Source: an optimization exercise on an open RTL-to-GDS flow (aim: small area). Production flows keep margins and buffers that such runs may drop.
Where RTL was checked, it was by simulation tests only, not by an equivalence proof against the original.
Power is estimated from default activity; no workload was simulated.

==> inputs of 05-03 <==
// mac
module mac (instruction, multiplier, multiplicand, stall, clk, reset_n, result, protect);
Settings: LEC_CHECK=0, ABC_AREA=1, CAP_MARGIN=0, CORE_MARGIN=2, CORE_UTILIZATION=65, CTS_BUF_LIST=sky130_fd_sc_hd__clkbuf_4 sky130_fd_sc_hd__clkbuf_8, SLEW_MARGIN=0, SYNTH_HIERARCHICAL=1; clock period 9.5 ns.
standard.sh (not shown) runs the stock make flow with config.mk's settings and CLKGATE_MAP_FILE= SYNTH_SCRIPT=/design/flow/synth_recipe.tcl, a recipe that flattens the netlist after the stock synthesis.
==> flow/flow/run.sh <==
#!/bin/bash
# Standard layout, except: the port buffers are the smallest buffer cell, and clock tree
# synthesis adds no dummy loads.
set -o pipefail
bash standard.sh BUFFER_PORTS_ARGS="-buffer_cell sky130_fd_sc_hd__buf_1" \
  CTS_ARGS="-sink_clustering_enable -repair_clock_nets -buf_list {sky130_fd_sc_hd__clkbuf_4 sky130_fd_sc_hd__clkbuf_8} -dont_use_dummy_load" \
  finish > standard_flow.log 2>&1
==> inputs of 06-16, as changes to 05-03 <==
--- a/flow/design.v
+++ b/flow/design.v
@@ -1357,98 +1357,72 @@
   wire q148 = q101 ^ q147;
   wire q149 = q146 & q101;
   wire q150 = q106 & q149;
   wire q151 = q104 ^ q150;
   wire q152 = q149 & q104;
   wire q153 = q106 & q152;
   wire q154 = q105 | q153;
-  wire q155 = lane2 & q55;
-  wire q156 = q5 & q154;
-  wire q157 = q155 | q156;
-  wire q158 = ~x32;
-  wire q159 = ~x33;
-  wire q160 = ~x34;
-  wire q161 = ~x35;
-  wire q162 = ~q4;
-  wire q163 = ~q162;
-  wire q164 = q157 & q163;
-  wire q165 = ~q157;
-  wire q166 = q165 & q162;
-  wire q167 = q164 | q166;
-  wire q168 = q158 ^ q167;
-  wire q169 = ~q158;
-  wire q170 = q164 & q158;
-  wire q171 = q166 & q169;
-  wire q172 = q170 | q171;
-  wire q173 = q159 ^ q172;
-  wire q174 = q158 & q159;
-  wire q175 = ~q159;
-  wire q176 = q169 & q175;
-  wire q177 = q164 & q174;
-  wire q178 = q166 & q176;
-  wire q179 = q177 | q178;
-  wire q180 = q160 ^ q179;
-  wire q181 = q174 & q160;
-  wire q182 = ~q160;
-  wire q183 = q176 & q182;
-  wire q184 = q164 & q181;
-  wire q185 = q166 & q183;
-  wire q186 = q184 | q185;
-  wire q187 = q161 ^ q186;
-  wire q188 = q181 & q161;
-  wire q189 = ~q161;
-  wire q190 = q183 & q189;
-  wire q191 = ~q190;
-  wire q192 = q157 | q191;
-  wire q193 = q162 & q192;
-  wire q194 = ~q162;
-  wire q195 = q194 & q157 & q188;
-  wire q196 = q193 | q195;
-  wire q197 = lane2 & q154;
-  wire q198 = q5 & q196;
-  wire q199 = q197 | q198;
-  wire q200 = ~x36;
-  wire q201 = ~x37;
-  wire q202 = ~x38;
-  wire q203 = ~x39;
-  wire q204 = ~p31;
-  wire q205 = ~q204;
-  wire q206 = q199 & q205;
-  wire q207 = ~q199;
-  wire q208 = q207 & q204;
-  wire q209 = q206 | q208;
-  wire q210 = q200 ^ q209;
-  wire q211 = ~q200;
-  wire q212 = q206 & q200;
-  wire q213 = q208 & q211;
-  wire q214 = q212 | q213;
-  wire q215 = q201 ^ q214;
-  wire q216 = q200 & q201;
-  wire q217 = ~q201;
-  wire q218 = q211 & q217;
-  wire q219 = q206 & q216;
-  wire q220 = q208 & q218;
-  wire q221 = q219 | q220;
-  wire q222 = q202 ^ q221;
-  wire q223 = q216 & q202;
-  wire q224 = ~q202;
-  wire q225 = q218 & q224;
-  wire q226 = q206 & q223;
-  wire q227 = q208 & q225;
-  wire q228 = q226 | q227;
-  wire q229 = q203 ^ q228;
-  wire q230 = q223 & q203;
-  wire q231 = ~q203;
-  wire q232 = q225 & q231;
-  wire q233 = ~q232;
-  wire q234 = q199 | q233;
-  wire q235 = q204 & q234;
-  wire q236 = ~q204;
-  wire q237 = q236 & q199 & q230;
-  wire q238 = q235 | q237;
+  wire q155 = x32 ^ q4;
+  wire q156 = ~q155;
+  wire q157 = x32 | q4;
+  wire q158 = ~q156;
+  wire q159, q160;
+  fa uq159 (.a(x33), .b(q4), .c(q157), .s(q159), .co(q160));
+  wire q161 = ~q159;
+  wire q162, q163;
+  fa uq162 (.a(x34), .b(q4), .c(q160), .s(q162), .co(q163));
+  wire q164 = ~q162;
+  wire q165, q166;
+  fa uq165 (.a(x35), .b(q4), .c(q163), .s(q165), .co(q166));
+  wire q167 = ~q165;
+  wire q168 = ~q166;
+  wire q169 = lane2 & q55;
+  wire q170 = q5 & q154;
+  wire q171 = q169 | q170;
+  wire q172 = q158 ^ q171;
+  wire q173 = q171 & q158;
+  wire q174 = q161 ^ q173;
+  wire q175 = q158 & q161;
+  wire q176 = q171 & q175;
+  wire q177 = q164 ^ q176;
+  wire q178 = q175 & q164;
+  wire q179 = q171 & q178;
+  wire q180 = q167 ^ q179;
+  wire q181 = q178 & q167;
+  wire q182 = q171 & q181;
+  wire q183 = q168 | q182;
+  wire q184 = x36 ^ p31;
+  wire q185 = ~q184;
+  wire q186 = x36 | p31;
+  wire q187 = ~q185;
+  wire q188, q189;
+  fa uq188 (.a(x37), .b(p31), .c(q186), .s(q188), .co(q189));
+  wire q190 = ~q188;
+  wire q191, q192;
+  fa uq191 (.a(x38), .b(p31), .c(q189), .s(q191), .co(q192));
+  wire q193 = ~q191;
+  wire q194, q195;
+  fa uq194 (.a(x39), .b(p31), .c(q192), .s(q194), .co(q195));
+  wire q196 = ~q194;
+  wire q197 = ~q195;
+  wire q198 = lane2 & q154;
+  wire q199 = q5 & q183;
+  wire q200 = q198 | q199;
+  wire q201 = q187 ^ q200;
+  wire q202 = q200 & q187;
+  wire q203 = q190 ^ q202;
+  wire q204 = q187 & q190;
+  wire q205 = q200 & q204;
+  wire q206 = q193 ^ q205;
+  wire q207 = q204 & q193;
+  wire q208 = q200 & q207;
+  wire q209 = q196 ^ q208;
+  wire q210 = q207 & q196;
+  wire q211 = q200 & q210;
+  wire q212 = q197 | q211;
   assign sum[0] = q9;
   assign sum[1] = q12;
   assign sum[2] = q15;
   assign sum[3] = q18;
   assign sum[4] = q21;
   assign sum[5] = q24;
   assign sum[6] = q27;
@@ -1473,22 +1447,22 @@
   assign sum[25] = q133;
   assign sum[26] = q136;
   assign sum[27] = q139;
   assign sum[28] = q142;
   assign sum[29] = q145;
   assign sum[30] = q148;
   assign sum[31] = q151;
-  assign sum[32] = q168;
-  assign sum[33] = q173;
-  assign sum[34] = q180;
-  assign sum[35] = q187;
-  assign sum[36] = q210;
-  assign sum[37] = q215;
-  assign sum[38] = q222;
-  assign sum[39] = q229;
+  assign sum[32] = q172;
+  assign sum[33] = q174;
+  assign sum[34] = q177;
+  assign sum[35] = q180;
+  assign sum[36] = q201;
+  assign sum[37] = q203;
+  assign sum[38] = q206;
+  assign sum[39] = q209;
 	wire [39:0] m = out;
 	wire ovf_a = ~(&m[39:31]) & (|m[39:31]);
 	wire ovf_p = ~(&{m[35:32], m[15]}) & (|{m[35:32], m[15]});
 	wire ovf_l = ~(&{m[39:36], m[31]}) & (|{m[39:36], m[31]});
 	wire s_lo  = lane2 ? m[35] : m[39];
 	wire s_hi  = m[39];
 	wire f_lo  = pcl & (lane2 ? ovf_p : ovf_a);
- CORE_UTILIZATION: 65 -> 70
- GPL_TIMING_DRIVEN: default -> 0
==> comparison table <==
metric                                                                 05-03           06-16
Result of the run                                             finished clean  finished clean
Total via count in the routed design                                    9648            9918
Insertion delay to the later sink of the worst-skew pair              470 ps          480 ps
Remaining max-slew budget at the tightest pin                          31.4%           24.0%
Count of inverters not on the clock network in the layout                151             143
Routed length on met2                                               14200 µm        14800 µm
Share of synthesized area occupied by flip-flops and latches           32.7%           32.4%
Global-route met3 utilization                                          5.20%           6.42%
Fraction of power consumed by combinational cells                      65.8%           65.7%
Reg2Reg Depth                                                             42              32
Mapped Area                                                        12600 µm²       12700 µm²
Switching power                                                      1960 µW         1970 µW
Peak supply drop                                                    0.180 mV        0.293 mV
Switching power as a share of total power                              44.2%           44.2%
Function not checked in 05-03: the RTL went through the layout flow alone.

==> afterwards: timing with drivers on the ports <==
The results above use ideal ports. As a check the final layouts listed here were re-extracted and re-timed, cells and wires unchanged.
Step 1 (the two cells are an assumption about what drives the block):
set clk [get_ports {clk}]
set_driving_cell -lib_cell sky130_fd_sc_hd__clkbuf_16 $clk
set_driving_cell -lib_cell sky130_fd_sc_hd__buf_2 [delete_from_list [all_inputs] $clk]
Step 2 times the ports against the registers' clock, not the clock port: input delays grow and output delays shrink by t, the midpoint of the rising clock arrivals with the driver on.
Slacks: ideal ports / drivers / drivers and shift; pairs: ideal ports / drivers.
| run | t (ns) | slack for setup (ns) | hold WS [ns] | cell pins on the clock port's net |
|---|---|---|---|---|
| 05-03 | 0.498 | 0.412 / 0.412 / 0.412 | 0.417 / 0.417 / 0.417 | 1 |
| 06-16 | 0.498 | 0.398 / 0.398 / 0.398 | 0.453 / 0.453 / 0.453 | 1 |
After both steps setup and hold are still met in every run listed.
